What follows belongs to an exercise in optimizing a design on an open flow for small area and a short achievable clock period; a production flow would make more cautious choices. The RTL was checked by simulation tests, not by an equivalence proof against the original design.

`design/flow/design.v`:
```
module axis_cordic #
(
  parameter FREQ_WIDTH = 32,
  parameter IN_WIDTH   = 18,  
  parameter EXTRA_BITS = 5   
)
(
  input wire aresetn,
  input wire aclk,
  input signed [FREQ_WIDTH-1:0] frequency,
  input signed [IN_WIDTH-1:0] in_data,
  output wire [47:0] m_axis_tdata,
  output wire m_axis_tvalid
);
reg [31:0] freq_r;           
reg [31:0] phase;            
reg        rst_d;            
reg [17:0] d_r;              
reg [4:0]  cnt;              
reg        live;             
wire       keep = aresetn & live;    
wire [31:0] phase_sum;
cordic_add #(.W(32), .ARCH(0)) acc (.a(phase), .b(freq_r), .ci(1'b0), .s(phase_sum), .co());
always @(posedge aclk)
begin
  freq_r <= frequency;
  rst_d  <= !aresetn;
  d_r    <= in_data;
  phase  <= rst_d ? 32'd0 : phase_sum;
  cnt    <= !aresetn ? 5'd0 : (cnt == 5'd21 ? cnt : cnt + 5'd1);
  live   <= aresetn & (cnt >= 5'd19);
end
wire [2:0] q_nx = rst_d ? 3'd0 : phase_sum[31:29];
reg ax_neg, ay_neg, big_x;
always @(posedge aclk)
begin
  ax_neg <= q_nx[2] ^ q_nx[1];        
  ay_neg <= q_nx[2];                  
  big_x  <= ~(q_nx[1] ^ q_nx[0]);     
end
wire big_y = ~big_x;
wire [19:0] d_ext = {{2{d_r[17]}}, d_r};
wire [19:0] d4    = {d_r, 2'b00};
wire [19:0] x1s, y1s;
cordic_add #(.W(20), .ARCH(0)) x1add (.a(big_x ? (d4 ^ {20{ax_neg}}) : 20'd0),
  .b(d_ext ^ {20{big_x ^ ax_neg}}), .ci(big_x | ax_neg), .s(x1s), .co());
cordic_add #(.W(20), .ARCH(0)) y1add (.a(big_y ? (d4 ^ {20{ay_neg}}) : 20'd0),
  .b(d_ext ^ {20{big_y ^ ay_neg}}), .ci(big_y | ay_neg), .s(y1s), .co());
reg [19:0] X1, Y1;           
always @(posedge aclk)
begin
  X1 <= x1s;
  Y1 <= y1s;
end
wire [0:0] zs0 = ~phase[29];    
wire [20:0] zn1;
cordic_sxadd #(.W(21), .LO(20), .ARCH(0)) zadd1 (.a({~phase[29], phase[28:9]}), .b(20'd619011 ^ {20{~zs0}}), .bs(~zs0), .ci(~zs0), .s(zn1));
reg [20:0] Z1;
reg xm1;    
always @(posedge aclk) begin Z1 <= zn1; xm1 <= ~zn1[20]; end
wire [0:0] zs1 = Z1[20];    
wire [19:0] zn2;
cordic_sxadd #(.W(20), .LO(19), .ARCH(0)) zadd2 (.a(Z1[19:0]), .b(19'd327068 ^ {19{~zs1}}), .bs(~zs1), .ci(~zs1), .s(zn2));
reg [19:0] Z2;
reg xm2;    
always @(posedge aclk) begin Z2 <= zn2; xm2 <= ~zn2[19]; end
wire [0:0] zs2 = Z2[19];    
wire [18:0] zn3;
cordic_sxadd #(.W(19), .LO(18), .ARCH(0)) zadd3 (.a(Z2[18:0]), .b(18'd166025 ^ {18{~zs2}}), .bs(~zs2), .ci(~zs2), .s(zn3));
reg [18:0] Z3;
reg xm3;    
always @(posedge aclk) begin Z3 <= zn3; xm3 <= ~zn3[18]; end
wire [0:0] zs3 = Z3[18];    
wire [17:0] zn4;
cordic_sxadd #(.W(18), .LO(17), .ARCH(0)) zadd4 (.a(Z3[17:0]), .b(17'd83335 ^ {17{~zs3}}), .bs(~zs3), .ci(~zs3), .s(zn4));
reg [17:0] Z4;
reg xm4;    
always @(posedge aclk) begin Z4 <= zn4; xm4 <= ~zn4[17]; end
wire [0:0] zs4 = Z4[17];    
wire [16:0] zn5;
cordic_sxadd #(.W(17), .LO(16), .ARCH(0)) zadd5 (.a(Z4[16:0]), .b(16'd41708 ^ {16{~zs4}}), .bs(~zs4), .ci(~zs4), .s(zn5));
reg [16:0] Z5;
reg xm5;    
always @(posedge aclk) begin Z5 <= zn5; xm5 <= ~zn5[16]; end
wire [0:0] zs5 = Z5[16];    
wire [15:0] zn6;
cordic_sxadd #(.W(16), .LO(15), .ARCH(0)) zadd6 (.a(Z5[15:0]), .b(15'd20859 ^ {15{~zs5}}), .bs(~zs5), .ci(~zs5), .s(zn6));
reg [15:0] Z6;
reg xm6;    
always @(posedge aclk) begin Z6 <= zn6; xm6 <= ~zn6[15]; end
wire [0:0] zs6 = Z6[15];    
wire [14:0] zn7;
cordic_sxadd #(.W(15), .LO(14), .ARCH(0)) zadd7 (.a(Z6[14:0]), .b(14'd10430 ^ {14{~zs6}}), .bs(~zs6), .ci(~zs6), .s(zn7));
reg [14:0] Z7;
reg xm7;    
always @(posedge aclk) begin Z7 <= zn7; xm7 <= ~zn7[14]; end
wire [0:0] zs7 = Z7[14];    
wire [13:0] zn8;
cordic_sxadd #(.W(14), .LO(13), .ARCH(0)) zadd8 (.a(Z7[13:0]), .b(13'd5215 ^ {13{~zs7}}), .bs(~zs7), .ci(~zs7), .s(zn8));
reg [13:0] Z8;
reg xm8;    
always @(posedge aclk) begin Z8 <= zn8; xm8 <= ~zn8[13]; end
wire [0:0] zs8 = Z8[13];    
wire [12:0] zn9;
cordic_sxadd #(.W(13), .LO(12), .ARCH(0)) zadd9 (.a(Z8[12:0]), .b(12'd2608 ^ {12{~zs8}}), .bs(~zs8), .ci(~zs8), .s(zn9));
reg [12:0] Z9;
reg xm9;    
always @(posedge aclk) begin Z9 <= zn9; xm9 <= ~zn9[12]; end
wire [0:0] zs9 = Z9[12];    
wire [11:0] zn10;
cordic_sxadd #(.W(12), .LO(11), .ARCH(0)) zadd10 (.a(Z9[11:0]), .b(11'd1304 ^ {11{~zs9}}), .bs(~zs9), .ci(~zs9), .s(zn10));
reg [11:0] Z10;
reg xm10;    
always @(posedge aclk) begin Z10 <= zn10; xm10 <= ~zn10[11]; end
wire [0:0] zs10 = Z10[11];    
wire [10:0] zn11;
cordic_sxadd #(.W(11), .LO(10), .ARCH(0)) zadd11 (.a(Z10[10:0]), .b(10'd652 ^ {10{~zs10}}), .bs(~zs10), .ci(~zs10), .s(zn11));
reg [10:0] Z11;
reg xm11;    
always @(posedge aclk) begin Z11 <= zn11; xm11 <= ~zn11[10]; end
wire [0:0] zs11 = Z11[10];    
wire [9:0] zn12;
cordic_sxadd #(.W(10), .LO(9), .ARCH(0)) zadd12 (.a(Z11[9:0]), .b(9'd326 ^ {9{~zs11}}), .bs(~zs11), .ci(~zs11), .s(zn12));
reg [9:0] Z12;
reg xm12;    
always @(posedge aclk) begin Z12 <= zn12; xm12 <= ~zn12[9]; end
wire [0:0] zs12 = Z12[9];    
wire [8:0] zn13;
cordic_sxadd #(.W(9), .LO(8), .ARCH(0)) zadd13 (.a(Z12[8:0]), .b(8'd163 ^ {8{~zs12}}), .bs(~zs12), .ci(~zs12), .s(zn13));
reg [8:0] Z13;
reg xm13;    
always @(posedge aclk) begin Z13 <= zn13; xm13 <= ~zn13[8]; end
wire [0:0] zs13 = Z13[8];    
wire [7:0] zn14;
cordic_sxadd #(.W(8), .LO(7), .ARCH(0)) zadd14 (.a(Z13[7:0]), .b(7'd81 ^ {7{~zs13}}), .bs(~zs13), .ci(~zs13), .s(zn14));
reg [7:0] Z14;
reg xm14;    
always @(posedge aclk) begin Z14 <= zn14; xm14 <= ~zn14[7]; end
wire [0:0] zs14 = Z14[7];    
wire [6:0] zn15;
cordic_sxadd #(.W(7), .LO(6), .ARCH(0)) zadd15 (.a(Z14[6:0]), .b(6'd41 ^ {6{~zs14}}), .bs(~zs14), .ci(~zs14), .s(zn15));
reg [6:0] Z15;
reg xm15;    
always @(posedge aclk) begin Z15 <= zn15; xm15 <= ~zn15[6]; end
wire [0:0] zs15 = Z15[6];    
wire [5:0] zn16;
cordic_sxadd #(.W(6), .LO(5), .ARCH(0)) zadd16 (.a(Z15[5:0]), .b(5'd20 ^ {5{~zs15}}), .bs(~zs15), .ci(~zs15), .s(zn16));
reg [5:0] Z16;
reg xm16;    
always @(posedge aclk) begin Z16 <= zn16; xm16 <= ~zn16[5]; end
wire [0:0] zs16 = Z16[5];    
wire [4:0] zn17;
cordic_sxadd #(.W(5), .LO(4), .ARCH(0)) zadd17 (.a(Z16[4:0]), .b(4'd10 ^ {4{~zs16}}), .bs(~zs16), .ci(~zs16), .s(zn17));
reg [4:0] Z17;
reg xm17;    
always @(posedge aclk) begin Z17 <= zn17; xm17 <= ~zn17[4]; end
wire [0:0] zs17 = Z17[4];    
wire [3:0] zn18;
cordic_sxadd #(.W(4), .LO(3), .ARCH(0)) zadd18 (.a(Z17[3:0]), .b(3'd5 ^ {3{~zs17}}), .bs(~zs17), .ci(~zs17), .s(zn18));
reg [3:0] Z18;
reg xm18;    
always @(posedge aclk) begin Z18 <= zn18; xm18 <= ~zn18[3]; end
wire [0:0] zs18 = Z18[3];    
wire [2:0] zn19;
cordic_sxadd #(.W(3), .LO(2), .ARCH(0)) zadd19 (.a(Z18[2:0]), .b(2'd3 ^ {2{~zs18}}), .bs(~zs18), .ci(~zs18), .s(zn19));
reg [2:0] Z19;
reg xm19;    
always @(posedge aclk) begin Z19 <= zn19; xm19 <= ~zn19[2]; end
wire [23:0] Xf1 = {X1, 4'b0000};
wire [23:0] Yf1 = {Y1, 4'b0000};
wire m1 = xm1;
wire [21:0] xs2, ys2;
cordic_sxadd #(.W(22), .LO(20), .ARCH(0)) xadd2 (.a({X1, 2'b00}), .b(Y1 ^ {20{m1}}), .bs(Y1[19] ^ m1), .ci(m1), .s(xs2));
cordic_sxadd #(.W(22), .LO(20), .ARCH(0)) yadd2 (.a({Y1, 2'b00}), .b(X1 ^ {20{Z1[20]}}), .bs(X1[19] ^ Z1[20]), .ci(Z1[20]), .s(ys2));
reg [21:0] X2, Y2;
always @(posedge aclk) begin X2 <= xs2; Y2 <= ys2; end
wire [23:0] Xf2 = {X2, 2'b00};
wire [23:0] Yf2 = {Y2, 2'b00};
wire m2 = xm2;
wire [23:0] xs3, ys3;
cordic_sxadd #(.W(24), .LO(20), .ARCH(0)) xadd3 (.a(Xf2), .b(Yf2[22:3] ^ {20{m2}}), .bs(Yf2[23] ^ m2), .ci(Yf2[2] ^ m2), .s(xs3));
cordic_sxadd #(.W(24), .LO(20), .ARCH(0)) yadd3 (.a(Yf2), .b(Xf2[22:3] ^ {20{Z2[19]}}), .bs(Xf2[23] ^ Z2[19]), .ci(Xf2[2] ^ Z2[19]), .s(ys3));
reg [23:0] X3, Y3;
always @(posedge aclk) begin X3 <= xs3; Y3 <= ys3; end
wire [23:0] Xf3 = X3;
wire [23:0] Yf3 = Y3;
wire m3 = xm3;
wire [23:0] xs4, ys4;
cordic_sxadd #(.W(24), .LO(19), .ARCH(0)) xadd4 (.a(Xf3), .b(Yf3[22:4] ^ {19{m3}}), .bs(Yf3[23] ^ m3), .ci(Yf3[3] ^ m3), .s(xs4));
cordic_sxadd #(.W(24), .LO(19), .ARCH(0)) yadd4 (.a(Yf3), .b(Xf3[22:4] ^ {19{Z3[18]}}), .bs(Xf3[23] ^ Z3[18]), .ci(Xf3[3] ^ Z3[18]), .s(ys4));
reg [23:0] X4, Y4;
always @(posedge aclk) begin X4 <= xs4; Y4 <= ys4; end
wire [23:0] Xf4 = X4;
wire [23:0] Yf4 = Y4;
wire m4 = xm4;
wire [23:0] xs5, ys5;
cordic_sxadd #(.W(24), .LO(18), .ARCH(0)) xadd5 (.a(Xf4), .b(Yf4[22:5] ^ {18{m4}}), .bs(Yf4[23] ^ m4), .ci(Yf4[4] ^ m4), .s(xs5));
cordic_sxadd #(.W(24), .LO(18), .ARCH(0)) yadd5 (.a(Yf4), .b(Xf4[22:5] ^ {18{Z4[17]}}), .bs(Xf4[23] ^ Z4[17]), .ci(Xf4[4] ^ Z4[17]), .s(ys5));
reg [23:0] X5, Y5;
always @(posedge aclk) begin X5 <= xs5; Y5 <= ys5; end
wire [23:0] Xf5 = X5;
wire [23:0] Yf5 = Y5;
wire m5 = xm5;
wire [23:0] xs6, ys6;
cordic_sxadd #(.W(24), .LO(17), .ARCH(0)) xadd6 (.a(Xf5), .b(Yf5[22:6] ^ {17{m5}}), .bs(Yf5[23] ^ m5), .ci(Yf5[5] ^ m5), .s(xs6));
cordic_sxadd #(.W(24), .LO(17), .ARCH(0)) yadd6 (.a(Yf5), .b(Xf5[22:6] ^ {17{Z5[16]}}), .bs(Xf5[23] ^ Z5[16]), .ci(Xf5[5] ^ Z5[16]), .s(ys6));
reg [23:0] X6, Y6;
always @(posedge aclk) begin X6 <= xs6; Y6 <= ys6; end
wire [23:0] Xf6 = X6;
wire [23:0] Yf6 = Y6;
wire m6 = xm6;
wire [23:0] xs7, ys7;
cordic_sxadd #(.W(24), .LO(16), .ARCH(0)) xadd7 (.a(Xf6), .b(Yf6[22:7] ^ {16{m6}}), .bs(Yf6[23] ^ m6), .ci(Yf6[6] ^ m6), .s(xs7));
cordic_sxadd #(.W(24), .LO(16), .ARCH(0)) yadd7 (.a(Yf6), .b(Xf6[22:7] ^ {16{Z6[15]}}), .bs(Xf6[23] ^ Z6[15]), .ci(Xf6[6] ^ Z6[15]), .s(ys7));
reg [23:0] X7, Y7;
always @(posedge aclk) begin X7 <= xs7; Y7 <= ys7; end
wire [23:0] Xf7 = X7;
wire [23:0] Yf7 = Y7;
wire m7 = xm7;
wire [23:0] xs8, ys8;
cordic_sxadd #(.W(24), .LO(15), .ARCH(0)) xadd8 (.a(Xf7), .b(Yf7[22:8] ^ {15{m7}}), .bs(Yf7[23] ^ m7), .ci(Yf7[7] ^ m7), .s(xs8));
cordic_sxadd #(.W(24), .LO(15), .ARCH(0)) yadd8 (.a(Yf7), .b(Xf7[22:8] ^ {15{Z7[14]}}), .bs(Xf7[23] ^ Z7[14]), .ci(Xf7[7] ^ Z7[14]), .s(ys8));
reg [23:0] X8, Y8;
always @(posedge aclk) begin X8 <= xs8; Y8 <= ys8; end
wire [23:0] Xf8 = X8;
wire [23:0] Yf8 = Y8;
wire m8 = xm8;
wire [23:0] xs9, ys9;
cordic_sxadd #(.W(24), .LO(14), .ARCH(0)) xadd9 (.a(Xf8), .b(Yf8[22:9] ^ {14{m8}}), .bs(Yf8[23] ^ m8), .ci(Yf8[8] ^ m8), .s(xs9));
cordic_sxadd #(.W(24), .LO(14), .ARCH(0)) yadd9 (.a(Yf8), .b(Xf8[22:9] ^ {14{Z8[13]}}), .bs(Xf8[23] ^ Z8[13]), .ci(Xf8[8] ^ Z8[13]), .s(ys9));
reg [23:0] X9, Y9;
always @(posedge aclk) begin X9 <= xs9; Y9 <= ys9; end
wire [23:0] Xf9 = X9;
wire [23:0] Yf9 = Y9;
wire m9 = xm9;
wire [23:0] xs10, ys10;
cordic_sxadd #(.W(24), .LO(13), .ARCH(0)) xadd10 (.a(Xf9), .b(Yf9[22:10] ^ {13{m9}}), .bs(Yf9[23] ^ m9), .ci(Yf9[9] ^ m9), .s(xs10));
cordic_sxadd #(.W(24), .LO(13), .ARCH(0)) yadd10 (.a(Yf9), .b(Xf9[22:10] ^ {13{Z9[12]}}), .bs(Xf9[23] ^ Z9[12]), .ci(Xf9[9] ^ Z9[12]), .s(ys10));
reg [23:0] X10, Y10;
always @(posedge aclk) begin X10 <= xs10; Y10 <= ys10; end
wire [23:0] Xf10 = X10;
wire [23:0] Yf10 = Y10;
wire m10 = xm10;
wire [23:0] xs11, ys11;
cordic_sxadd #(.W(24), .LO(12), .ARCH(0)) xadd11 (.a(Xf10), .b(Yf10[22:11] ^ {12{m10}}), .bs(Yf10[23] ^ m10), .ci(Yf10[10] ^ m10), .s(xs11));
cordic_sxadd #(.W(24), .LO(12), .ARCH(0)) yadd11 (.a(Yf10), .b(Xf10[22:11] ^ {12{Z10[11]}}), .bs(Xf10[23] ^ Z10[11]), .ci(Xf10[10] ^ Z10[11]), .s(ys11));
reg [23:0] X11, Y11;
always @(posedge aclk) begin X11 <= xs11; Y11 <= ys11; end
wire [23:0] Xf11 = X11;
wire [23:0] Yf11 = Y11;
wire m11 = xm11;
wire [23:0] xs12, ys12;
cordic_sxadd #(.W(24), .LO(11), .ARCH(0)) xadd12 (.a(Xf11), .b(Yf11[22:12] ^ {11{m11}}), .bs(Yf11[23] ^ m11), .ci(Yf11[11] ^ m11), .s(xs12));
cordic_sxadd #(.W(24), .LO(11), .ARCH(0)) yadd12 (.a(Yf11), .b(Xf11[22:12] ^ {11{Z11[10]}}), .bs(Xf11[23] ^ Z11[10]), .ci(Xf11[11] ^ Z11[10]), .s(ys12));
reg [23:0] X12, Y12;
always @(posedge aclk) begin X12 <= xs12; Y12 <= ys12; end
wire [23:0] Xf12 = X12;
wire [23:0] Yf12 = Y12;
wire m12 = xm12;
wire [23:0] xs13, ys13;
cordic_sxadd #(.W(24), .LO(10), .ARCH(0)) xadd13 (.a(Xf12), .b(Yf12[22:13] ^ {10{m12}}), .bs(Yf12[23] ^ m12), .ci(Yf12[12] ^ m12), .s(xs13));
cordic_sxadd #(.W(24), .LO(10), .ARCH(0)) yadd13 (.a(Yf12), .b(Xf12[22:13] ^ {10{Z12[9]}}), .bs(Xf12[23] ^ Z12[9]), .ci(Xf12[12] ^ Z12[9]), .s(ys13));
reg [23:0] X13, Y13;
always @(posedge aclk) begin X13 <= xs13; Y13 <= ys13; end
wire [23:0] Xf13 = X13;
wire [23:0] Yf13 = Y13;
wire m13 = xm13;
wire [23:0] xs14, ys14;
cordic_sxadd #(.W(24), .LO(9), .ARCH(0)) xadd14 (.a(Xf13), .b(Yf13[22:14] ^ {9{m13}}), .bs(Yf13[23] ^ m13), .ci(Yf13[13] ^ m13), .s(xs14));
cordic_sxadd #(.W(24), .LO(9), .ARCH(0)) yadd14 (.a(Yf13), .b(Xf13[22:14] ^ {9{Z13[8]}}), .bs(Xf13[23] ^ Z13[8]), .ci(Xf13[13] ^ Z13[8]), .s(ys14));
reg [23:0] X14, Y14;
always @(posedge aclk) begin X14 <= xs14; Y14 <= ys14; end
wire [23:0] Xf14 = X14;
wire [23:0] Yf14 = Y14;
wire m14 = xm14;
wire [23:0] xs15, ys15;
cordic_sxadd #(.W(24), .LO(8), .ARCH(0)) xadd15 (.a(Xf14), .b(Yf14[22:15] ^ {8{m14}}), .bs(Yf14[23] ^ m14), .ci(Yf14[14] ^ m14), .s(xs15));
cordic_sxadd #(.W(24), .LO(8), .ARCH(0)) yadd15 (.a(Yf14), .b(Xf14[22:15] ^ {8{Z14[7]}}), .bs(Xf14[23] ^ Z14[7]), .ci(Xf14[14] ^ Z14[7]), .s(ys15));
reg [23:0] X15, Y15;
always @(posedge aclk) begin X15 <= xs15; Y15 <= ys15; end
wire [23:0] Xf15 = X15;
wire [23:0] Yf15 = Y15;
wire m15 = xm15;
wire [23:0] xs16, ys16;
cordic_sxadd #(.W(24), .LO(7), .ARCH(0)) xadd16 (.a(Xf15), .b(Yf15[22:16] ^ {7{m15}}), .bs(Yf15[23] ^ m15), .ci(Yf15[15] ^ m15), .s(xs16));
cordic_sxadd #(.W(24), .LO(7), .ARCH(0)) yadd16 (.a(Yf15), .b(Xf15[22:16] ^ {7{Z15[6]}}), .bs(Xf15[23] ^ Z15[6]), .ci(Xf15[15] ^ Z15[6]), .s(ys16));
reg [23:0] X16, Y16;
always @(posedge aclk) begin X16 <= xs16; Y16 <= ys16; end
wire [23:0] Xf16 = X16;
wire [23:0] Yf16 = Y16;
wire m16 = xm16;
wire [23:0] xs17, ys17;
cordic_sxadd #(.W(24), .LO(6), .ARCH(0)) xadd17 (.a(Xf16), .b(Yf16[22:17] ^ {6{m16}}), .bs(Yf16[23] ^ m16), .ci(Yf16[16] ^ m16), .s(xs17));
cordic_sxadd #(.W(24), .LO(6), .ARCH(0)) yadd17 (.a(Yf16), .b(Xf16[22:17] ^ {6{Z16[5]}}), .bs(Xf16[23] ^ Z16[5]), .ci(Xf16[16] ^ Z16[5]), .s(ys17));
reg [23:0] X17, Y17;
always @(posedge aclk) begin X17 <= xs17; Y17 <= ys17; end
wire [23:0] Xf17 = X17;
wire [23:0] Yf17 = Y17;
wire m17 = xm17;
wire [23:0] xs18, ys18;
cordic_sxadd #(.W(24), .LO(5), .ARCH(0)) xadd18 (.a(Xf17), .b(Yf17[22:18] ^ {5{m17}}), .bs(Yf17[23] ^ m17), .ci(Yf17[17] ^ m17), .s(xs18));
cordic_sxadd #(.W(24), .LO(5), .ARCH(0)) yadd18 (.a(Yf17), .b(Xf17[22:18] ^ {5{Z17[4]}}), .bs(Xf17[23] ^ Z17[4]), .ci(Xf17[17] ^ Z17[4]), .s(ys18));
reg [23:0] X18, Y18;
always @(posedge aclk) begin X18 <= xs18; Y18 <= ys18; end
wire [23:0] Xf18 = X18;
wire [23:0] Yf18 = Y18;
wire m18 = xm18;
wire [23:0] xs19, ys19;
cordic_sxadd #(.W(24), .LO(4), .ARCH(0)) xadd19 (.a(Xf18), .b(Yf18[22:19] ^ {4{m18}}), .bs(Yf18[23] ^ m18), .ci(Yf18[18] ^ m18), .s(xs19));
cordic_sxadd #(.W(24), .LO(4), .ARCH(0)) yadd19 (.a(Yf18), .b(Xf18[22:19] ^ {4{Z18[3]}}), .bs(Xf18[23] ^ Z18[3]), .ci(Xf18[18] ^ Z18[3]), .s(ys19));
reg [23:0] X19, Y19;
always @(posedge aclk) begin X19 <= xs19; Y19 <= ys19; end
wire [23:0] Xf19 = X19;
wire [23:0] Yf19 = Y19;
wire m19 = xm19;
wire [23:0] xs20, ys20;
cordic_sxadd #(.W(24), .LO(3), .ARCH(0)) xadd20 (.a(Xf19), .b(Yf19[22:20] ^ {3{m19}}), .bs(Yf19[23] ^ m19), .ci(Yf19[19] ^ m19), .s(xs20));
cordic_sxadd #(.W(24), .LO(3), .ARCH(0)) yadd20 (.a(Yf19), .b(Xf19[22:20] ^ {3{Z19[2]}}), .bs(Xf19[23] ^ Z19[2]), .ci(Xf19[19] ^ Z19[2]), .s(ys20));
reg [23:0] X20, Y20;
always @(posedge aclk) begin X20 <= xs20 & {24{keep}}; Y20 <= ys20 & {24{keep}}; end
wire [23:0] Xf20 = X20;
wire [23:0] Yf20 = Y20;
assign m_axis_tdata[23:0]  = X20;
assign m_axis_tdata[47:24] = Y20;
assign m_axis_tvalid = 1;                        
endmodule
module cordic_add #
(
  parameter W    = 8,
  parameter ARCH = 0
)
(
  input  wire [W-1:0] a,
  input  wire [W-1:0] b,
  input  wire         ci,
  output wire [W-1:0] s,
  output wire         co
);
function [W-1:0] carries;
  input [W-1:0] gi;
  input [W-1:0] pi;
  input         cin;
  reg   [W-1:0] g, p;
  integer l, i;
  begin
    g = gi;
    p = pi;
    g[0] = g[0] | (p[0] & cin);
    for (l = 0; (1 << l) < W; l = l + 1)
      for (i = W - 1; i >= 0; i = i - 1)
        if (ARCH == 0 && ((i >> l) & 1)) begin
          g[i] = g[i] | (p[i] & g[((i >> l) << l) - 1]);
          p[i] = p[i] & p[((i >> l) << l) - 1];
        end
        else if (ARCH == 1 && i >= (1 << l)) begin
          g[i] = g[i] | (p[i] & g[i - (1 << l)]);
          p[i] = p[i] & p[i - (1 << l)];
        end
    carries = g;
  end
endfunction
generate
  if (ARCH == 2) begin : plain
    wire [W:0] t = {1'b0, a} + {1'b0, b} + {{W{1'b0}}, ci};
    assign s  = t[W-1:0];
    assign co = t[W];
  end
  else begin : prefix
    wire [W-1:0] h = a ^ b;
    wire [W-1:0] g = carries(a & b, h, ci);
    assign s  = h ^ {g[W-2:0], ci};
    assign co = g[W-1];
  end
endgenerate
endmodule
module cordic_pand #
(
  parameter W = 8
)
(
  input  wire [W-1:0] x,
  output wire [W:0]   y
);
function [W-1:0] pand;
  input [W-1:0] x;
  reg   [W-1:0] q;
  integer l, i;
  begin
    q = x;
    for (l = 0; (1 << l) < W; l = l + 1)
      for (i = W - 1; i >= 0; i = i - 1)
        if ((i >> l) & 1)
          q[i] = q[i] & q[((i >> l) << l) - 1];
    pand = q;
  end
endfunction
assign y = {pand(x), 1'b1};
endmodule
module cordic_sxadd #
(
  parameter W    = 24,
  parameter LO   = 8,
  parameter ARCH = 0
)
(
  input  wire [W-1:0]  a,
  input  wire [LO-1:0] b,
  input  wire          bs,
  input  wire          ci,
  output wire [W-1:0]  s
);
localparam H = W - LO;
wire cl;
wire [H:0] ones, zeros;
wire [H-1:0] ah = a[W-1:LO];
cordic_add #(.W(LO), .ARCH(ARCH)) low (.a(a[LO-1:0]), .b(b), .ci(ci), .s(s[LO-1:0]), .co(cl));
cordic_pand #(.W(H)) po (.x(ah), .y(ones));
cordic_pand #(.W(H)) pz (.x(~ah), .y(zeros));
wire [H-1:0] a1 = bs ? ah : ah ^ ones[H-1:0];
wire [H-1:0] a0 = bs ? ah ^ zeros[H-1:0] : ah;
assign s[W-1:LO] = cl ? a1 : a0;
endmodule
```
`design/flow/flow/run.sh`:
```
#!/bin/bash
# Own layout flow: the standard layout (standard.sh), with the synthesis step
# run by flow/synth.tcl (see there). Each tool's output goes to a log file here.
set -euo pipefail
here=$(pwd)
export FLOW_ABC_SCRIPT=$here/flow/abc.script
# standard.sh with the synthesis script swapped
sed "s#SYNTH_SCRIPT=[^ ]*#SYNTH_SCRIPT=$here/flow/synth.tcl#" standard.sh > own_standard.sh
grep -q "SYNTH_SCRIPT=$here/flow/synth.tcl" own_standard.sh
bash own_standard.sh finish > flow_make.log 2>&1
test -s out/final.def
```
`design/flow/flow/abc.script`:
```
strash
dch
map
topo
buffer -c
upsize -c
dnsize -c
```
`design/flow/flow/synth.tcl`:
```
proc synth {args} { yosys synth -nofsm -noshare {*}$args }
# The standard synthesis (synth_recipe.tcl) with two changes to the combinational
# mapping only: no full/half-adder extraction, and flow/abc.script as the ABC
# script. Registers, their names and cell types are the standard synthesis's.
set ::env(ADDER_MAP_FILE) ""
trace add variable ::abc_args write {apply {{n1 n2 op} {
  set i [lsearch $::abc_args -script]
  if {$i >= 0} { lset ::abc_args [expr {$i + 1}] $::env(FLOW_ABC_SCRIPT) }
}}}
source $::env(SCRIPTS_DIR)/synth.tcl
# left out here: clear keep_hierarchy, flatten, clean up, hide names made inside functions, write 1_2_yosys.v
```
`design/flow/standard.sh`:
```
#!/bin/bash
# synth_recipe.tcl (not shown) runs the flow's synth.tcl, then flattens the netlist and writes it again
# the make line also repeats each setting of config.mk as NAME=value (left out here)
make -C /OpenROAD-flow-scripts/flow DESIGN_CONFIG=/design/flow/config.mk WORK_HOME=/design/flow/orfs CLKGATE_MAP_FILE= SYNTH_SCRIPT=/design/flow/synth_recipe.tcl "${@:-finish}"
```
`design/flow/config.mk`:
```
export PLATFORM = sky130hd
export DESIGN_NAME = axis_cordic
export DESIGN_NICKNAME = axis_cordic
export VERILOG_FILES = /design/flow/design.v
export SDC_FILE = /design/flow/constraint.sdc
export NUM_CORES = 4
export LEC_CHECK = 0
export CAP_MARGIN = 20
export CORE_MARGIN = 2
export CORE_UTILIZATION = 40
export SETUP_SLACK_MARGIN = 2.5
export SLEW_MARGIN = 20
```
`design/flow/constraint.sdc`:
```
create_clock -name core_clock -period 5.0 [get_ports {aclk}]
set_input_delay 1.0000 -clock core_clock [delete_from_list [all_inputs] [get_ports {aclk}]]
set_output_delay 1.0000 -clock core_clock [all_outputs]
set_load 0.01 [all_outputs]
```
==> results of run 1 <==
-- cell type report --
| type | count | share of cell area |
|---|---|---|
| Multi-Input combinational cell | 10200 | 0.5587 |
| Clock inverter | 83 | 0.01201 |
| Timing Repair inverter | 2 | 0.0001509 |
| Tap cell | 2871 | 0.03610 |
| Clock buffer | 204 | 0.04406 |
| Sequential cell | 1285 | 0.2598 |
| Timing Repair Buffer | 325 | 0.03211 |
| Antenna cell | 1 | 0.00002515 |
| Inverter | 1488 | 0.05699 |
-- cell families after synthesis --
logic type,Yosys count,share of synthesized area
xor+xnor,1281,0.1300
simple gates,6134,0.2965
compound gates,2758,0.1886
buf+inv,1904,0.09126
flops,1285,0.2924
fa+ha+maj,10,0.001138
other cells,1,0.00004262
-- path summary, 6_finish.rpt --
check,start,to,slack [ps],cells past startpoint
max,X7[7],Y8[9],2530,9
min,Z9[1],Z10[1],320,0
max reg2reg,X7[7],Y8[9],2530,9
min reg2reg,Z9[1],Z10[1],320,0
-- synthesized netlist by cell type (13+ instances only) --
cell / number / area, µm²
nand2_1: 2831 / 10630
nor2_1: 1780 / 6681
inv_1: 1449 / 5439
dfxtp_1: 1285 / 25720
o21ai_0: 1062 / 5315
xor2_1: 791 / 6928
a21oi_1: 726 / 3633
nand3_1: 602 / 3013
xnor2_1: 468 / 4099
nand4_1: 253 / 1583
nor3_1: 226 / 1131
clkbuf_1: 178 / 668.1
o21ai_1: 123 / 615.6
o21bai_1: 105 / 788.3
buf_2: 99 / 495.5
a21o_1: 91 / 683.2
o22ai_1: 90 / 563.0
and2_1: 89 / 556.8
nor4_1: 76 / 475.5
a31oi_1: 70 / 437.9
or2_2: 69 / 431.7
o2bb2ai_1: 62 / 543.0
buf_6: 61 / 686.9
o211ai_1: 61 / 457.9
buf_4: 58 / 435.4
a21boi_0: 47 / 352.8
a21oi_2: 36 / 315.3
nand3b_1: 36 / 270.3
o21a_1: 35 / 262.8
and3_1: 33 / 206.5
o21ai_2: 32 / 280.3
a21boi_1: 28 / 210.2
nor2_2: 27 / 168.9
inv_2: 25 / 93.84
o221ai_1: 21 / 183.9
o31ai_1: 19 / 142.6
a31oi_2: 18 / 225.2
nand2b_1: 18 / 112.6
nor3_2: 18 / 180.2
o21bai_4: 17 / 319.1
nand2_2: 14 / 87.58
or2_1: 13 / 81.33
-- repair_timing --
item / in CTS / in global routing
gates resized for setup: 179 / 257
cloned: 13 / 9
endpoints found under the hold margin: 0 / 0
setup buffers: 35 / 131
setup endpoints to repair: 679 / 552
pin swaps: 23 / 57
-- layer usage --
layer / share of wire / up-vias / track usage / wire length (µm)
met3: 0.044 / 269 / 0.02379 / 10120
met5: 0.0010 / - / 0 / 234
li1: - / 43870 / - / -
met2: 0.45 / 1683 / 0.3297 / 104400
met4: 0.021 / 2 / 0.04578 / 4758
met1: 0.48 / 36860 / 0.2696 / 110700
-- through the flow --
step / worst slack, ps / utilization / hold WS (ps)
after global routing: 2364 / 0.4542 / 326.7
after CTS: 2501 / 0.4432 / 312.1
after global placement: 1840 / 0.4136 / 310.6
final: 2528 / 0.4542 / 321.7
after detailed placement: 1833 / 0.4136 / 312.1
after floorplan: 2998 / - / 377.6
==> impl_metrics.toml, run 1 <==
[setup_path]
start_kind = "flip-flop"
critical_path.max_fanout = 6
critPathCaptureType = "flip-flop"
crit_path_max_incr_delay_ps = 530
crit_type = "flip-flop to flip-flop"
critPathSlowestCell = "dfxtp_1"
crit_top_cell = "nand2_1"
critPathBufInv = 1
cp.required_ps = 5720
path_delay_family = "compound AO/OA/AOI/OAI gates"
crit_chain = "xor2_1 -> a21oi_1 -> o21ai_1 -> a31oi_4 -> o21bai_4 -> clkbuf_4 -> nand2_1 -> o2bb2ai_1 -> nand2_1"
crit_arrival_ps = 3190

[sta]
rsz0062_at_grt = "true"
worst_slew_pin_slew_ps = 898.7
hold_viol_final = 0
slew_viol_final = 0
fin_crit_sh = 0.4944
period_needed_ps = 2472
slew_headroom = 0.4002
setup_violations = 0
fin_tns_setup_ps = 0
max_freq_mhz = 404.5
skew_ps = 36.90

[floorplanning]
initial_core_util = 0.4016
die_w_um = 473.0
fp-row-count = 172
core-area_um2 = 219100
die_y_um = 473.0
pin_count = 101
die_area_um2 = 223700

[cells_and_area]
nets = 13510
num-fill-cells = 22530
finalNonFillerCells = 16460
final_common_cell = "nand2_1"
reg.largest.list = "freq_r (32), phase (32)"
most-common-layout-cells = "2821 x nand2_1, 1748 x nor2_1, 1437 x inv_1, 1236 x dfxtp_1, 1050 x o21ai_0"
stdcell_area_um2 = 99500
seq_area_um2 = 25850
multiInputGateArea_um2 = 55590
area_growth_syn_to_layout_pct = 13.09
drive_gt1_frac = 0.08015

[synth]
synthFlopType = "dfxtp_1"
synth_cell_types = 90
syn_inst = 13370
synth_edf_count = 0
netlist_area_um2 = 87980
synth.avg_cell_area_um2 = 6.579
async_flop_share = 0
ys_warn_count = 41
ys_ff_latch = 1285
ys_seq_area_frac = 0.2924
syn_nets = 13430

[placed_design]
dp_hpwl_mm = 173.2
gp_congestion = 0.8891
place_area_um2 = 90600
dp_cells = 15980
numPortBuffers = 99

[cts]
holdBufCountCts = 0
cts_buffers = 155
cts.sinks = 1285
cts_tree = "yes"
clock_latency_ps = 800
cts-htree-levels = 4
root_buffer = "clkbuf_16"
clk_pin_slew_worst_paths_ps = 60
clk_path_buf_depth = 3

[route]
vias_per_cell = 5.024
first_iter_violations = 5670
num_vias = 82690
finalWirelength_mm = 230.2
drtPass1Iterations = 7
ant_nets = 0
route.detailed.drc = 0
wire_per_inst_um = 13.98

[global_routing]
grt_start_max_net_pins = 62
grt_pass1_wl_mm = 370.8
grt_pass1_vias = 73520
antenna_found_initial = 3
grt_usage = 0.1972
grt_overflow = 0

[status]
status = "no timing/DRC/antenna violations"

[flow_run]
maxCapViolations = 0

[hold_path]
min_path_type = "flip-flop to flip-flop"
==> run 2, diff against run 1 <==
--- a/design/flow/config.mk
+++ b/design/flow/config.mk
@@ -10,2 +10,5 @@
 export CORE_UTILIZATION = 40
+export CTS_BUF_LIST = sky130_fd_sc_hd__clkbuf_8
+export CTS_CLUSTER_DIAMETER = 100
+export CTS_CLUSTER_SIZE = 12
 export SETUP_SLACK_MARGIN = 2.5
==> run 2 against run 1 <==
Utilization decreased by 1.6 points. Synthesized area unchanged. Critical endpoint is now Y7[23]. Largest cell class unchanged. Highest routed layer is now met4.
==> impl_metrics.toml, run 2 <==
[sta]
rsz0062_at_grt = "true"
fin_crit_sh = 0.4827
skew_ps = 63.17
hold_viol_final = 0
slew_headroom = 0.4115
holdWs_ps = 321.0
worst_slew_pin_slew_ps = 881.8
slew_viol_final = 0
max_freq_mhz = 414.3
setup_violations = 0
period_needed_ps = 2413
fin_tns_setup_ps = 0

[route]
wire_per_inst_um = 14.12
vias_per_cell = 5.037
drtPass1Iterations = 6
num_vias = 82200
route.detailed.drc = 0
finalWirelength_mm = 230.4
first_iter_violations = 5836
ant_nets = 0

[cells_and_area]
area_growth_syn_to_layout_pct = 9.093
final_common_cell = "nand2_1"
reg.largest.list = "freq_r (32), phase (32)"
most-common-layout-cells = "2820 x nand2_1, 1751 x nor2_1, 1440 x inv_1, 1206 x dfxtp_1, 1049 x o21ai_0"
drive_gt1_frac = 0.07722
nets = 13470

[setup_path]
crit_chain = "clkinvlp_4 -> buf_4 -> nand2_1 -> a21oi_2 -> nor2_1 -> nand2_1 -> nor3_4 -> a21boi_4 -> o21ai_0"
critPathCaptureType = "flip-flop"
crit_top_cell = "nand2_1"
cp.required_ps = 5800
crit_arrival_ps = 3210
critical_path.max_fanout = 7
critPathSlowestCell = "dfxtp_2"
start_kind = "flip-flop"
crit_path_max_incr_delay_ps = 430
crit_type = "flip-flop to flip-flop"

[status]
status = "no timing/DRC/antenna violations"

[cts]
root_buffer = "clkbuf_8"
cts_tree = "yes"
cts.sinks = 1285
cts_buffers = 121
clk_path_buf_depth = 3
cts-htree-levels = 3
clock_latency_ps = 950
clk_pin_slew_worst_paths_ps = 90

[floorplanning]
die_y_um = 473.0
pin_count = 101
fp-row-count = 172
core-area_um2 = 219100
die_area_um2 = 223700
die_w_um = 473.0
initial_core_util = 0.4016

[hold_path]
min_path_type = "flip-flop to flip-flop"

[flow_run]
maxCapViolations = 0

[synth]
ys_ff_latch = 1285
synth_top_area_frac = 0.2924
synth_most_common_cell = "nand2_1"
ys_warn_count = 41
yosys-top-cells-count = "2831 x nand2_1, 1780 x nor2_1, 1449 x inv_1"
synth_cell_types = 90
synth.area.top_cells = "dfxtp_1 29%, nand2_1 12%, xor2_1 7.9%"
ys_seq_area_frac = 0.2924
synth_edf_count = 0
syn_nets = 13430
async_flop_share = 0
syn_inst = 13370
synth_top_area_cell = "dfxtp_1"
synth.avg_cell_area_um2 = 6.579
netlist_area_um2 = 87980
synthFlopType = "dfxtp_1"

[placed_design]
numPortBuffers = 99
gp_congestion = 0.8891
dp_hpwl_mm = 173.2

[global_routing]
grt_overflow = 0
grt_usage = 0.1969
antenna_found_initial = 3
grt_pass1_wl_mm = 370.5
grt_pass1_vias = 73160
grt_start_max_net_pins = 62
-- run 2: final cells by class --
| cell class | instances | area [µm²] |
|---|---|---|
| diodes | 4 | 10.01 |
| clock buffers | 123 | 1693 |
| clock inverters | 20 | 219.0 |
| fillers | 22840 | 123100 |
| inverters | 1488 | 5670 |
| multi-input cells | 10200 | 55690 |
| flip-flops and latches | 1285 | 25890 |
| well taps | 2871 | 3592 |
| repair buffers | 320 | 3202 |
| repair inverters | 2 | 15.01 |
-- run 2: metrics by stage --
step	instance area (µm²)	std cells	util	setup slack (ps)
finish	95980	16320	0.4381	2587
global placement	90600	15980	0.4136	1840
CTS	93490	16180	0.4267	2470
detailed placement	90600	15980	0.4136	1833
global route	95980	16320	0.4381	2371
floorplan	87980	13370	-	2998
-- run 2: cells by family after synthesis --
| kind of cell | count (synthesis) | share of synthesized area |
|---|---|---|
| flops | 1285 | 0.2924 |
| xor+xnor | 1281 | 0.1300 |
| compound gates | 2758 | 0.1886 |
| fa+ha+maj | 10 | 0.001138 |
| simple gates | 6134 | 0.2965 |
| other cells | 1 | 0.00004262 |
| buf+inv | 1904 | 0.09126 |
-- run 2: final timing paths --
path,from,to,slack (ps),depth (start not counted)
max,Z6[15],Y7[23],2590,9
min,Z4[1],Z5[1],320,0
max reg2reg,Z6[15],Y7[23],2590,9
min reg2reg,Z4[1],Z5[1],320,0
-- run 2: worst max-delay path: cells and delay by family, from the launching register on --
kind            cells  cell delay (ps)
buf+inv             2              440
simple gates        4              910
flops               1              430
compound gates      3              510
-- run 2: timing repair --
action,CTS,global route
resized for setup,385,265
cloned,13,14
pin swaps,21,62
setup buffers,37,123
hold buffers,0,0
endpoints found under the setup margin,690,544
-- run 2: routing by layer --
metal	up-vias	part of all wire	GRT usage
met4	0	0.020	0.04511
li1	43680	-	-
met1	36720	0.48	0.2703
met5	-	0	0
met3	240	0.042	0.01819
met2	1554	0.46	0.3322
==> run 3, diff against run 2 <==
--- a/design/flow/config.mk
+++ b/design/flow/config.mk
@@ -9,3 +9,3 @@
 export CORE_MARGIN = 2
-export CORE_UTILIZATION = 40
+export CORE_UTILIZATION = 60
 export CTS_BUF_LIST = sky130_fd_sc_hd__clkbuf_8
@@ -13,2 +13,3 @@
 export CTS_CLUSTER_SIZE = 12
+export PLACE_DENSITY = 0.75
 export SETUP_SLACK_MARGIN = 2.5
==> run 3 against run 2 <==
Register-to-register slack worse by 80 ps. Via count up 6.3%. Sequential share of layout area up 0.36 points. Critical path type unchanged. Global-route usage up 12 points. Worst hold slack better by 4.0 ps. Critical endpoint is now X6[19].
==> impl_metrics.toml, run 3 <==
[synth]
synth_top_area_cell = "dfxtp_1"
ys_ff_latch = 1285
synth.avg_cell_area_um2 = 6.579
synth_edf_count = 0
syn_inst = 13370
ys_warn_count = 41
async_flop_share = 0
synth.area.top_cells = "dfxtp_1 29%, nand2_1 12%, xor2_1 7.9%"
ys_seq_area_frac = 0.2924
yosys-top-cells-count = "2831 x nand2_1, 1780 x nor2_1, 1449 x inv_1"
synth_top_area_frac = 0.2924
synth_cell_types = 90
syn_nets = 13430
synth_most_common_cell = "nand2_1"
synthFlopType = "dfxtp_1"
netlist_area_um2 = 87980

[sta]
max_freq_mhz = 401.0
fin_crit_sh = 0.4988
worst_slew_pin_slew_ps = 929.4
slew_headroom = 0.3752
fin_tns_setup_ps = 0
skew_ps = 47.48
rsz0062_at_grt = "true"
setup_violations = 0
holdWs_ps = 325.0
slew_viol_final = 0
hold_viol_final = 0
period_needed_ps = 2494

[setup_path]
crit_arrival_ps = 3310
path_delay_family = "simple AND/OR/NAND/NOR gates"
crit_path_max_incr_delay_ps = 500
critPathBufInv = 1
cp.required_ps = 5820
start_kind = "flip-flop"
critPathCaptureType = "flip-flop"
crit_top_cell = "nand2_1"
critPathSlowestCell = "dfxtp_4"
crit_type = "flip-flop to flip-flop"
crit_chain = "buf_4 -> nand2_1 -> nand3_1 -> nand4_1 -> nor3_1 -> and2_1 -> nand2_2 -> a21oi_4 -> o22ai_1 -> nand2_1"
critical_path.max_fanout = 17

[route]
wire_per_inst_um = 16.30
drtPass1Iterations = 7
finalWirelength_mm = 250.4
first_iter_violations = 7347
num_vias = 87380
route.detailed.drc = 0
vias_per_cell = 5.687
ant_nets = 0

[global_routing]
grt_start_max_net_pins = 63
grt_usage = 0.3129
grt_pass1_wl_mm = 392.0
grt_pass1_vias = 79160
antenna_found_initial = 9
grt_overflow = 0

[cts]
cts-htree-levels = 3
root_buffer = "clkbuf_8"
cts_buffers = 117
cts.sinks = 1285
clk_pin_slew_worst_paths_ps = 90
clock_latency_ps = 900
clk_path_buf_depth = 3
cts_tree = "yes"

[floorplanning]
fp-row-count = 140
die_w_um = 386.9
die_area_um2 = 149700
pin_count = 101
initial_core_util = 0.6044
core-area_um2 = 145600
die_y_um = 386.9

[cells_and_area]
area_growth_syn_to_layout_pct = 7.644
drive_gt1_frac = 0.07574
nets = 13490
final_common_cell = "nand2_1"
most-common-layout-cells = "2818 x nand2_1, 1737 x nor2_1, 1438 x inv_1, 1218 x dfxtp_1, 1041 x o21ai_0"
stdcell_area_um2 = 94700
fin_util = 0.6506
reg.largest.list = "freq_r (32), phase (32)"

[placed_design]
numPortBuffers = 99
gp_congestion = 0.9543
dp_hpwl_mm = 186.7
place_area_um2 = 89370

[flow_run]
maxCapViolations = 0

[status]
status = "no timing/DRC/antenna violations"

[hold_path]
min_path_type = "flip-flop to flip-flop"
[run 3: cell counts after synthesis]
No cell type changed its count.
[run 3: what timing repair did]
item,4_1_cts,5_1_grt
setup endpoints to repair,724,525
buffers inserted,45,136
resized for setup,279,288
hold buffers,0,0
cloned,13,15
pin swaps,27,53
[run 3: worst reg2reg max path, delay by kind of cell (launching register included)]
kind / cells / cell delay, ps
AND/OR/NAND/NOR: 7 / 1290
flip-flops: 1 / 500
AO/OA/AOI/OAI: 2 / 400
buffers and inverters: 1 / 270
[run 3: cells by family after synthesis]
| logic type | count (synthesis) | share of synthesized area |
|---|---|---|
| other | 1 | 0.00004262 |
| and+or+nand+nor | 6134 | 0.2965 |
| DFF | 1285 | 0.2924 |
| adders and majority gates | 10 | 0.001138 |
| buffers and inverters | 1904 | 0.09126 |
| xor gates and xnor gates | 1281 | 0.1300 |
| AOI/OAI and AO/OA | 2758 | 0.1886 |
[run 3: layer usage]
layer / share of wire / GRT usage
met1: 0.44 / 0.4170
met5: 0.00011 / 0
met3: 0.070 / 0.03919
met2: 0.45 / 0.5197
met4: 0.035 / 0.1114
[run 3: path summary, 6_finish.rpt]
path | slack (ps) | startpoint | cells after the start | end
min | 330 | Z4[1] | 0 | Z5[1]
min reg2reg | 330 | Z4[1] | 0 | Z5[1]
max reg2reg | 2510 | xm5 | 10 | X6[19]
max | 2510 | xm5 | 10 | X6[19]
[run 3: cell type report]
cell class                      count  area [µm²]
Antenna cell                        6       15.01
Clock buffer                      118        1624
Clock inverter                      7       53.80
Fill cell                       13270       50860
Inverter                         1488        5667
Multi-Input combinational cell  10210       55850
Sequential cell                  1285       25890
Tap cell                         1917        2399
Timing Repair Buffer              333        3184
Timing Repair inverter              3       21.27
[run 3: stage by stage]
stage	worst slack (ps)	cells
after detailed placement	1648	15020
final	2506	15360
after global placement	1691	15020
after CTS	2492	15210
after floorplan	2998	13370
after global routing	2334	15360

what the ideal ports hide:
No port has a modelled driver above. Below, the same layouts with a new extraction and two added sets of constraints. Step 1: set_driving_cell puts a clkbuf_16 on aclk and a buf_2 on each other input, an assumption about the parent block. Step 2 also shifts input and output timing later by t, the mid clock arrival at the registers, as if the neighbouring blocks saw the same clock. Three values: ideal ports, drivers, drivers and shift; two values: the first two.
| run | t, ns | setup slack, ns | worst data-port slew with drivers (ns) |
|---|---|---|---|
| run 1 | 0.865 | 2.528 / 2.520 / 2.198 | 0.05 |
| run 2 | 1.004 | 2.587 / 2.515 / 2.196 | 0.06 |
| run 3 | 0.946 | 2.506 / 2.492 / 2.051 | 0.15 |
After both steps setup and hold are still met in every run listed. The setup slack of run 3, which loses most, moves by -0.014 ns with the drivers and by -0.455 ns with both steps.
